Background: an optimization exercise with open tools, aiming at small area. Do not read the settings as production practice.
Only simulation tests tie the RTL to the original design; equivalence was not proved.
Power figures rest on the tool's default switching activity, not on a simulated workload.

<file path="design/flow/design.v">
`timescale 1ns / 1ps
module top_module(
    input wire clk,
    input wire rst,
    input wire I2C_SDA_in,
    output wire I2C_SDA_out,
    output wire I2C_SDA_oe,
    input wire dht_in,
    output wire dht_out,
    output wire dht_oe,
    input wire [4:0] BTN,
    output wire I2C_SCL,
    output wire [17:0] LEDR,
    output wire [8:0] LEDG,
    output wire data_out
);
    localparam G2A = 3'd0, G2B = 3'd1, G1 = 3'd2, G1B = 3'd3,
               G3 = 3'd4, G3B = 3'd5, G4 = 3'd6, G4B = 3'd7;
    localparam O_IDLE = 4'd0, O_SLOW = 4'd1, O_WHIGH = 4'd2, O_RLOW = 4'd3,
               O_RHIGH = 4'd4, O_READ = 4'd5, O_WCS = 4'd6, O_CS = 4'd7,
               O_DONE = 4'd8;
    reg [2:0]  g,    g_n;
    reg        Bp,   Bp_n;
    reg [3:0]  ost,  ost_n;
    reg [6:0]  cnt,  cnt_n;
    reg        led3, led3_n;
    reg        M,    M_n;
    reg [15:0] sr,   sr_n;
    reg        so,   so_n;
    reg        soe,  soe_n;
    reg        scl,  scl_n;
    reg        red,  red_n;
    reg [13:0] W,    W_n;
    reg [18:0] I,    I_n;
    wire [7:0] T = sr[15:8];
    wire [7:0] U = sr[7:0];
    wire first = W[10];           
    wire [4:0] st  = I[4:0];
    wire [2:0] bn  = I[7:5];
    wire       x3  = I[8];
    wire [1:0] c   = I[10:9];
    wire [4:0] idx = I[15:11];
    wire [1:0] blk = I[17:16];
    wire       S   = I[18];
    wire [7:0] acc = I[7:0];
    wire [5:0] bc  = I[13:8];
    wire [1:0] rs  = I[15:14];
    wire [2:0] cy  = I[2:0];
    wire       cf  = I[3];
    wire        wm   = W[13];
    wire [4:0]  wk   = W[4:0];
    wire [4:0]  wbit = W[9:5];
    wire [2:0]  wled = W[12:10];
    wire [4:0] Qd = W[4:0];
    wire [3:0] Rd = W[8:5];
    wire [3:0] sd = {W[13:11], W[9]};
    wire cnt_nz = |cnt;
    wire rd_done = ost[3] | (ost[2:1] == 2'b11);         
    assign dht_oe  = ((ost == O_IDLE) & cnt_nz) | ((ost[2:0] == 3'd1) & cnt[6]);
    assign dht_out = ~dht_oe;
    wire din  = dht_oe ? 1'b0 : dht_in;
    wire vbit = (cnt > 7'd50);
    wire [2:0] apos = ~bc[2:0];
    wire [8:0] acar;
    wire [7:0] asum;
    assign acar[0] = 1'b0;
    genvar ai;
    generate for (ai = 0; ai < 8; ai = ai + 1) begin : g_acc
        wire t = acar[ai] | (vbit & (apos == ai));
        assign asum[ai] = acc[ai] ^ t;
        assign acar[ai+1] = acc[ai] & t;
    end endgenerate
    localparam [127:0] LINE1 = "N: 10 T: 06 N:25";
    localparam [127:0] LINE2 = "Temp: 00.00 oC  ";
    localparam [31:0]  BLK1  = 32'h0228010E;
    localparam [7:0]   ADDR  = 8'h4E;
    wire is_q = (idx[4:1] == 4'd9) | (idx[4:1] == 4'd6);
    wire is_r = (idx[4:1] == 4'd8) | (idx[4:1] == 4'd5);
    wire [3:0] dnib = idx[0] ? (is_q ? (Qd[4] ? 4'h4 : 4'h3) : 4'h3)
                             : (is_q ? Qd[3:0] : Rd);
    wire [3:0] nib2 = (is_q | is_r) ? dnib : LINE2[{idx, 2'b00} +: 4];
    reg [3:0] nib;
    always @(*) begin
        case (blk)
            2'd0: nib = BLK1[{idx[2:0], 2'b00} +: 4];
            2'd1: nib = LINE1[{idx, 2'b00} +: 4];
            2'd2: nib = idx[0] ? 4'hC : 4'h0;
            default: nib = nib2;
        endcase
    end
    wire [7:0] byte_v = {nib, 1'b1, ~S, 1'b0, blk[0]};
    assign I2C_SDA_out = so;
    assign I2C_SDA_oe  = soe;
    assign I2C_SCL     = scl;
    wire sda = soe ? so : I2C_SDA_in;
    wire fw = first & (blk == 2'd0) & (idx == 5'd7) & !S;    
    wire [3:0] X = {x3, bn};
    wire [7:0] dx  = idx[4] ? T : U;
    wire       dxk = dx[~sd[2:0]] & rd_done;
    wire [4:0] R2  = {(sd[2:0] == 3'd0) ? 4'd0 : Rd, dxk};
    wire       qb  = (R2 >= 5'd10);
    wire [4:0] R2s = qb ? (R2 - 5'd10) : R2;
    wire [3:0]  ci  = wk[3:0];
    wire [15:0] A1  = {6'd0, T, 2'd0};
    wire [15:0] A2  = {3'd0, T, 5'd0};
    wire [15:0] A3  = {2'd0, T, 6'd0};
    wire [15:0] A4  = {8'd0, U};
    wire [15:0] KA  = 16'd80;
    wire [15:0] KC  = 16'd3000;
    wire [2:0]  ccin = (ci == 4'd0) ? 3'd0 : cy;
    wire        cfin = (ci == 4'd0) ? 1'b1 : cf;
    wire [3:0]  csum = A1[ci] + A2[ci] + A3[ci] + A4[ci] + KA[ci] + ccin;
    wire        cv   = csum[0];
    wire        cf_o = (cv & !KC[ci]) | (!(cv ^ KC[ci]) & cfin);
    wire cur = red ? (wbit[4:3] == 2'b01) : wbit[4];
    assign data_out = g[2] & g[1] & wm & (wk >= 5'd3) & (wk <= (cur ? 5'd11 : 5'd7));
    always @(*) begin
        g_n = g; Bp_n = Bp; ost_n = ost; cnt_n = cnt; led3_n = led3; M_n = M; sr_n = sr;
        so_n = so; soe_n = soe; scl_n = scl; red_n = red; W_n = W; I_n = I;
        case (g)
            G2A: begin
                g_n = G2B;
                I_n = {1'b0, 2'd0, 5'd7, (first ? 2'd0 : 2'd2), 1'b0, 3'd7, 5'd1};
            end
            G2B: g_n = G3;
            G3: begin
                if ((st == 5'd22) && (blk == 2'd3) && ((idx == 5'd20) || (idx == 5'd14))) begin
                    if (!sd[3]) begin
                        {W_n[13:11], W_n[9]} = sd + 4'd1;
                        W_n[8:5]   = R2s[3:0];
                        W_n[4:0]   = {Qd[3:0], qb};
                    end
                end else {W_n[13:11], W_n[9]} = 4'd0;
                I_n[10:9] = c + 2'd1;
                if (c == 2'd1) begin
                    case (st)
                        5'd1: begin soe_n = 1'b1; so_n = 1'b1; scl_n = 1'b1; I_n[4:0] = 5'd2; end
                        5'd2: begin so_n = 1'b0; I_n[4:0] = 5'd3; end
                        5'd3: begin scl_n = 1'b0; I_n[4:0] = 5'd4; end
                        5'd4: begin
                            so_n = ADDR[bn];
                            if (bn == 3'd0) I_n[4:0] = 5'd7;
                            else begin I_n[4:0] = 5'd5; I_n[7:5] = bn - 3'd1; end
                        end
                        5'd5: begin scl_n = 1'b1; I_n[4:0] = 5'd6; end
                        5'd6: begin scl_n = 1'b0; I_n[4:0] = 5'd4; end
                        5'd7: begin scl_n = 1'b1; I_n[4:0] = 5'd8; end
                        5'd8: begin scl_n = 1'b0; soe_n = 1'b0; if (!sda) I_n[4:0] = 5'd10; end
                        5'd10: begin scl_n = 1'b1; if (!sda) I_n[4:0] = 5'd11; end
                        5'd11: begin scl_n = 1'b0; if (sda) I_n[4:0] = 5'd12; end
                        5'd12: begin I_n[7:5] = 3'd7; soe_n = 1'b1; I_n[4:0] = 5'd13; end
                        5'd13: begin
                            so_n = byte_v[bn];
                            if (bn == 3'd0) I_n[4:0] = 5'd16;
                            else begin I_n[4:0] = 5'd14; I_n[7:5] = bn - 3'd1; end
                        end
                        5'd14: begin scl_n = 1'b1; I_n[4:0] = 5'd15; end
                        5'd15: begin scl_n = 1'b0; I_n[4:0] = 5'd13; end
                        5'd16: begin scl_n = 1'b1; I_n[4:0] = 5'd17; end
                        5'd17: begin scl_n = 1'b0; soe_n = 1'b0; if (!sda) I_n[4:0] = 5'd19; end
                        5'd19: begin scl_n = 1'b1; if (!sda) I_n[4:0] = 5'd20; end
                        5'd20: begin scl_n = 1'b0; if (sda) I_n[4:0] = 5'd22; end
                        5'd22: begin
                            if (X == (fw ? 4'd7 : 4'd9)) begin
                                I_n[8:5] = 4'd0;
                                if (!S) begin I_n[18] = 1'b1; I_n[4:0] = 5'd12; end
                                else if (idx == 5'd0) I_n[4:0] = 5'd23;
                                else begin I_n[15:11] = idx - 5'd1; I_n[18] = 1'b0; I_n[4:0] = 5'd12; end
                            end else I_n[8:5] = X + 4'd1;
                        end
                        5'd23: begin
                            if (blk == 2'd3) I_n[4:0] = 5'd24;
                            else begin
                                I_n[17:16] = blk + 2'd1;
                                I_n[15:11] = (blk == 2'd1) ? 5'd1 : 5'd31;
                                I_n[18] = 1'b0;
                                I_n[4:0] = 5'd12;
                            end
                        end
                        5'd24: begin
                            soe_n = 1'b1; so_n = 1'b1; scl_n = 1'b1;
                            I_n = {1'b0, 2'd0, 5'd7, c + 2'd1, 1'b0, 3'd7, 5'd1};
                            g_n = G3B;
                        end
                        default: soe_n = 1'b0;
                    endcase
                end
            end
            G3B: begin
                g_n = G4;
                W_n = {1'b0, 2'b00, first, first, 4'b0000, 2'b00, first, 1'b0, 1'b1};
            end
            G4: begin
                if (wk == ((wm & !cur) ? 5'd16 : 5'd19)) begin
                    W_n[4:0] = 5'd0;
                    if (wbit == 5'd23) begin
                        W_n[9:5] = 5'd0;
                        W_n[12:10] = wled + 3'd1;
                        if (wled == 3'd7) W_n[13] = 1'b0;     
                    end else W_n[9:5] = wbit + 5'd1;
                end else W_n[4:0] = wk + 5'd1;
                if (!wm) begin
                    if (W[12:0] == 13'd0) g_n = G4B;
                    if ((wled == 3'd0) && (wbit == 5'd1) && (wk[4:2] != 3'b011) && !wk[4]) begin
                        I_n[2:0] = csum[3:1];
                        I_n[3]   = cf_o;
                    end
                    if ((wled == 3'd1) && (wbit == 5'd16) && (wk == 5'd4)) red_n = cf;
                    if ((wled == 3'd1) && (wbit == 5'd16) && (wk == 5'd5)) begin W_n[13] = 1'b1; W_n[12:0] = 13'd0; end
                end
            end
            G4B: g_n = G1;
            G1: begin
                if (BTN == 5'b00001) Bp_n = 1'b1;
                if (Bp) begin
                    case (ost[2:0])
                        3'd0: begin
                            if (ost[3]) begin        
                                Bp_n = 1'b0;
                                g_n = G1B;
                                cnt_n = cnt + 7'd1;
                                if (cnt > 7'd100) begin cnt_n = 7'd0; ost_n = 4'd9; end
                            end else begin           
                                cnt_n = cnt + 7'd1;
                                if (cnt > 7'd100) ost_n = O_SLOW;
                            end
                        end
                        3'd1: begin
                            if (cnt > 7'd40) ost_n[2:0] = 3'd2;
                            else cnt_n = cnt + 7'd1;
                        end
                        3'd2: if (!din) ost_n[2:0] = 3'd3;
                        3'd3: begin
                            if (cnt > 7'd85) begin cnt_n = 7'd0; ost_n[2:0] = 3'd4; end
                            else cnt_n = cnt + 7'd1;
                        end
                        3'd4: begin
                            I_n[15:14] = 2'd0;
                            if (!ost[3]) begin I_n[13:0] = 14'd0; M_n = 1'b0; end
                            if (din) begin
                                if (cnt > 7'd85) begin cnt_n = 7'd0; ost_n[2:0] = 3'd5; end
                                else cnt_n = cnt + 7'd1;
                            end else cnt_n = 7'd0;
                        end
                        3'd5: begin
                            case (rs)
                                2'd0: if (!din) begin cnt_n = 7'd0; I_n[15:14] = 2'd1; end
                                2'd1: if (din) begin cnt_n = 7'd0; I_n[15:14] = 2'd2; end
                                2'd2: begin
                                    if (din) begin
                                        if (cnt != 7'd127) cnt_n = cnt + 7'd1;
                                        led3_n = 1'b1;
                                    end else begin
                                        if (!ost[3]) begin
                                            I_n[13:8] = bc + 6'd1;
                                            if (!bc[5]) I_n[7:0] = asum;
                                            else M_n = M | (vbit ^ acc[~bc[2:0]]);
                                            if (bc[5:4] == 2'b01) sr_n = {sr[14:0], vbit};
                                            if (bc == 6'd39) ost_n = O_WCS;
                                        end
                                        cnt_n = 7'd0;
                                        I_n[15:14] = 2'd0;
                                    end
                                end
                                default: ;
                            endcase
                        end
                        3'd6: if (!ost[3]) ost_n = O_CS;
                        default: if (!ost[3]) ost_n = O_DONE;
                    endcase
                end
            end
            default: g_n = G2A;    
        endcase
    end
    always @(posedge clk or negedge rst) begin
        if (!rst) begin
            g <= G2A; Bp <= 1'b0; ost <= O_IDLE; cnt <= 7'd0; led3 <= 1'b0;
            so <= 1'b1; soe <= 1'b1; scl <= 1'b1; red <= 1'b0;
            W[10] <= 1'b1;
        end else begin
            g <= g_n; Bp <= Bp_n; ost <= ost_n; cnt <= cnt_n; led3 <= led3_n;
            so <= so_n; soe <= soe_n; scl <= scl_n; red <= red_n;
            W[10] <= W_n[10];
        end
    end
    always @(posedge clk) begin
        M <= M_n; sr <= sr_n;
        W[13:11] <= W_n[13:11]; W[9:0] <= W_n[9:0];
        I <= I_n;
    end
    wire in_read = (ost == O_READ);
    wire ledg_v  = ost[3] & ((ost[2:0] != 3'd0) | cnt_nz);
    assign LEDG[8]   = 1'b0;
    assign LEDG[7]   = ledg_v & (M | T[7]);
    assign LEDG[6:0] = (ledg_v & !M) ? T[6:0] : 7'd0;
    assign LEDR[2:0]   = 3'b000;
    assign LEDR[6:3]   = {4{red}};
    assign LEDR[7]     = 1'b0;
    assign LEDR[8]     = (ost != O_IDLE) | cnt_nz;
    assign LEDR[9]     = rd_done | (in_read & ((rs != 2'd0) | (bc != 6'd0)));
    assign LEDR[10]    = rd_done | (in_read & (rs[1] | (bc != 6'd0)));
    assign LEDR[11]    = led3;
    assign LEDR[12]    = rd_done;
    assign LEDR[13]    = ost[3];
    assign LEDR[14]    = 1'b0;
    assign LEDR[15]    = g[2];
    assign LEDR[16]    = !g[2] & !first;
    assign LEDR[17]    = 1'b0;
endmodule
</file>
<file path="design/flow/config.mk">
export PLATFORM = sky130hd
export DESIGN_NAME = top_module
export DESIGN_NICKNAME = top_module
export VERILOG_FILES = /design/flow/design.v
export SDC_FILE = /design/flow/constraint.sdc
export NUM_CORES = 4
export LEC_CHECK = 0
export CAP_MARGIN = 20
export CORE_MARGIN = 2
export CORE_UTILIZATION = 40
export SLEW_MARGIN = 20
</file>
<file path="design/flow/constraint.sdc">
create_clock -name core_clock -period 10.0 [get_ports {clk}]
set_input_delay 2.0000 -clock core_clock [delete_from_list [all_inputs] [get_ports {clk}]]
set_output_delay 2.0000 -clock core_clock [all_outputs]
set_load 0.01 [all_outputs]
</file>
<file path="design/flow/run.sh">
#!/bin/bash
# synth_recipe.tcl (not shown) runs the flow's synth.tcl, then flattens the netlist and writes it again
# the make line also repeats each setting of config.mk as NAME=value (left out here)
make -C /OpenROAD-flow-scripts/flow DESIGN_CONFIG=/design/flow/config.mk WORK_HOME=/design/flow/orfs CLKGATE_MAP_FILE= SYNTH_SCRIPT=/design/flow/synth_recipe.tcl finish
</file>
==> impl_results.md <==
* Top cell type's share of synthesized area at 0.1960
* Synth warnings at 1
* Synth top cells by count: nand2_1 (89), ha_1 (61), nor2_1 (61), a21oi_1 (59), o21ai_0 (54)
* DRT iter0 DRCs at 729
* Number of buffers created by CTS at 9
* Die area at 0.01988 mm^2
* Crit-path slowest cell: clkdlybuf4s50_1
* Slew margin rel. at 0.3001
* Hold Vio Cnt, Final at 0
* GR Overflow Total at 0
* Gr usage total at 0.2231
* Drt drc at 0
* Post-cts sizing count at 0
* VDD IR max at 0.00006741 V
* Chip Width at 141.0 um
* Row cnt at 50
* Clk slew on worst S/H paths at 0.07 ns
* Fmax at 193.5 MHz
* RSZ-0062 raised after global routing: no
* Crit path DAT at 3.17 ns
* Setup ws final at 4.831 ns
* Maximum clock insertion buffer count at 2
* Post-Syn Area at 0.007506 mm^2
* Worst hold path type: register to register
* Most frequent CP cell: inv_1
* Crit path largest cell delay at 0.63 ns
* Worst Tran Pin Value at 1.050 ns
* Max_cap viols at 0
* R2r worst-path depth at 13
* Final instance area at 0.008168 mm^2
* EDFF count, synth at 49
* Syn_area_per_cell at 8.387 um^2
* CTS H-tree lvls at 3
* Final wirelength at 22.18 mm
* Via-to-Cell Ratio at 6.174
* Final Cycle Share at 0.5169
* PwrDens at 78.10 mW/mm^2
* Final critical-path required period at 5.169 ns
* IO Pins at 42
* Mapped Cells at 895
* Power Total at 637.9 uW
* Reg2Reg Setup Slack at 5.40 ns
* Post-CTS Setup Inserts at 0
* DP Wirelength at 15.77 mm
* Clock skew at 0.01293 ns
* Drt pass-1 iters at 6
* Clock Root Buffer: clkbuf_16
* Setup total negative slack at 0 ns
* IO buf count at 34
* Clock sink count at 70
* Dpl ws at 5.270 ns
* # fillers at 1,831
* Crit end category: output port
* Worst setup SP type: register
* Initial Util at 0.4040
* Vias in the first global route at 6,401
* Synth area leaders: edfxtp_1 (20%), ha_1 (10%), dfrtp_1 (5.7%)
* Per-cell routed wire length at 19.81 um
* Fraction of layout cells with a size suffix above 1 at 0.07901
* Final Net Count at 954
* Final setup vio count at 0
* TritonCTS clock tree: done
* Final ANT Viol Nets at 0
* Clock Latency Late Sink at 0.36 ns
* Main flop type after synthesis: edfxtp_1
* CTS Hold Buffers Added at 0
* Most frequent cell after synthesis: nand2_1
* Core area at 0.01858 mm^2
* Initial antenna violation count at 0
* Status: complete, no violations
* WP data required at 8.00 ns
* Sequential fraction of the synthesis area at 0.2667
* Largest net degree at the start of global routing at 39
* Layout area overhead at 8.818%
* Hold path cells at 0
* Synth unique cells at 91
* Max Transition Viols Final at 0
* FF+latch count, synth at 70
* Routed vias at 6,915
* Async set-or-reset flop fraction in the synthesized netlist at 0.3000
* First-pass GRT wire length at 35.21 mm
* Crit path kind: register to output port
* Die Y at 141.0 um
* Worst-path cell chain: inv_1, o21a_1, inv_1, ha_1, a31o_2, a21oi_1, a31oi_1, a2111oi_0, clkdlybuf4s50_1
* LEAKAGE at 0.003066 uW
* Area leader, netlist: edfxtp_1
* Placer congestion estimate at 0.9017
* Worst-path maximum fanout at 11
* Placed Area at 0.007888 mm^2
* Antenna Cells at 0
[layout make-up]
class | count | area, um^2 | area share
Timing Repair Buffer | 45 | 422.9 | 0.05178
Multi-Input combinational cell | 703 | 4975 | 0.6091
Clock inverter | 7 | 55.05 | 0.006740
Inverter | 52 | 195.2 | 0.02390
Sequential cell | 70 | 2002 | 0.2451
Clock buffer | 9 | 225.2 | 0.02757
Tap cell | 234 | 292.8 | 0.03585
[power by group]
group	switching (uW)	internal [uW]	total, uW
combinational	5.20	3.61	8.81
clock	150	172	322
sequential	0	307	307
[state kept, by name, indices dropped and copies added, names as in the netlist, named ones only]
name  flops
so        1
W        14
g         1
ost       4
sr       16
scl       1
soe       1
M         1
I        19
Bp        1
cnt       7
led3      1
red       1
[per-stage QoR]
step / hold slack, ns / utilization / cells
2_1_floorplan: 0.4377 / - / 901
3_3_place_gp: 0.4611 / 0.4245 / 1104
3_5_place_dp: 0.4689 / 0.4245 / 1104
4_1_cts: 0.4793 / 0.4396 / 1120
5_1_grt: 0.5002 / 0.4396 / 1120
6_report: 0.4761 / 0.4396 / 1120
[metal layers]
layer / wire length, um / global-route usage
met1: 10090 / 0.3167
met2: 10120 / 0.3499
met3: 1353 / 0.02480
met4: 614 / 0.08579
met5: 0 / 0
[kinds of logic (layout without fill, tap and decap cells)]
logic type               count (synthesis)  after routing  share of synthesized area
XOR/XNOR                                20             20                    0.02334
flip-flops                              70             70                     0.2667
multiplexers                            26             26                    0.05368
AND/OR/NAND/NOR                        313            313                     0.2185
adder cells (fa/ha/maj)                 65             65                     0.1110
buffers and inverters                  128            113                    0.07435
other                                    1              7                  0.0004996
AO/OA/AOI/OAI                          272            272                     0.2519
[worst max-delay path, delay by kind of cell, from the launching register on]
kind	cells	cell delay (ns)
flops	1	0.55
fa+ha+maj	1	0.28
buf+inv	3	0.92
compound gates	5	1.07
[cells in the final DEF, fill, tap and decap left out, drive strengths merged, types with 16 or more instances in the layout]
cell type and n:
a21oi 59, and2 17, clkdlybuf4s50 34, dfrtp 17, edfxtp 49, ha 61, inv 56, nand2 89
nand2b 22, nand3 20, nor2 62, nor2b 16, nor3 16, o21ai 55, xnor2 18
[worst paths after layout]
check,start,to
max,W[9],data_out
min,sr[1],sr[2]
max reg2reg,W[0],I[0]
min reg2reg,sr[1],sr[2]
max in group asynchronous,rst,W[10]
min in group asynchronous,rst,cnt[1]

==> afterwards: timing with drivers on the ports <==
No port has a modelled driver above. Below, the same layout with a new extraction and two added sets of constraints. Step 1 assumes that a clkbuf_16 drives the clock port and a buf_2 every other input. Step 2 also shifts input and output timing later by t, the mid clock arrival at the registers, as if the neighbouring blocks saw the same clock. a / b / c = ideal / step 1 / step 2; a / b = the first two.
t (ns): 0.393
slack for setup (ns): 4.831 / 4.788 / 5.181
worst register clock-pin slew, ns: 0.07 / 0.07
After both steps this run still meets setup and hold. The setup slack of this run moves by -0.043 ns with the drivers and by +0.350 ns with both steps.
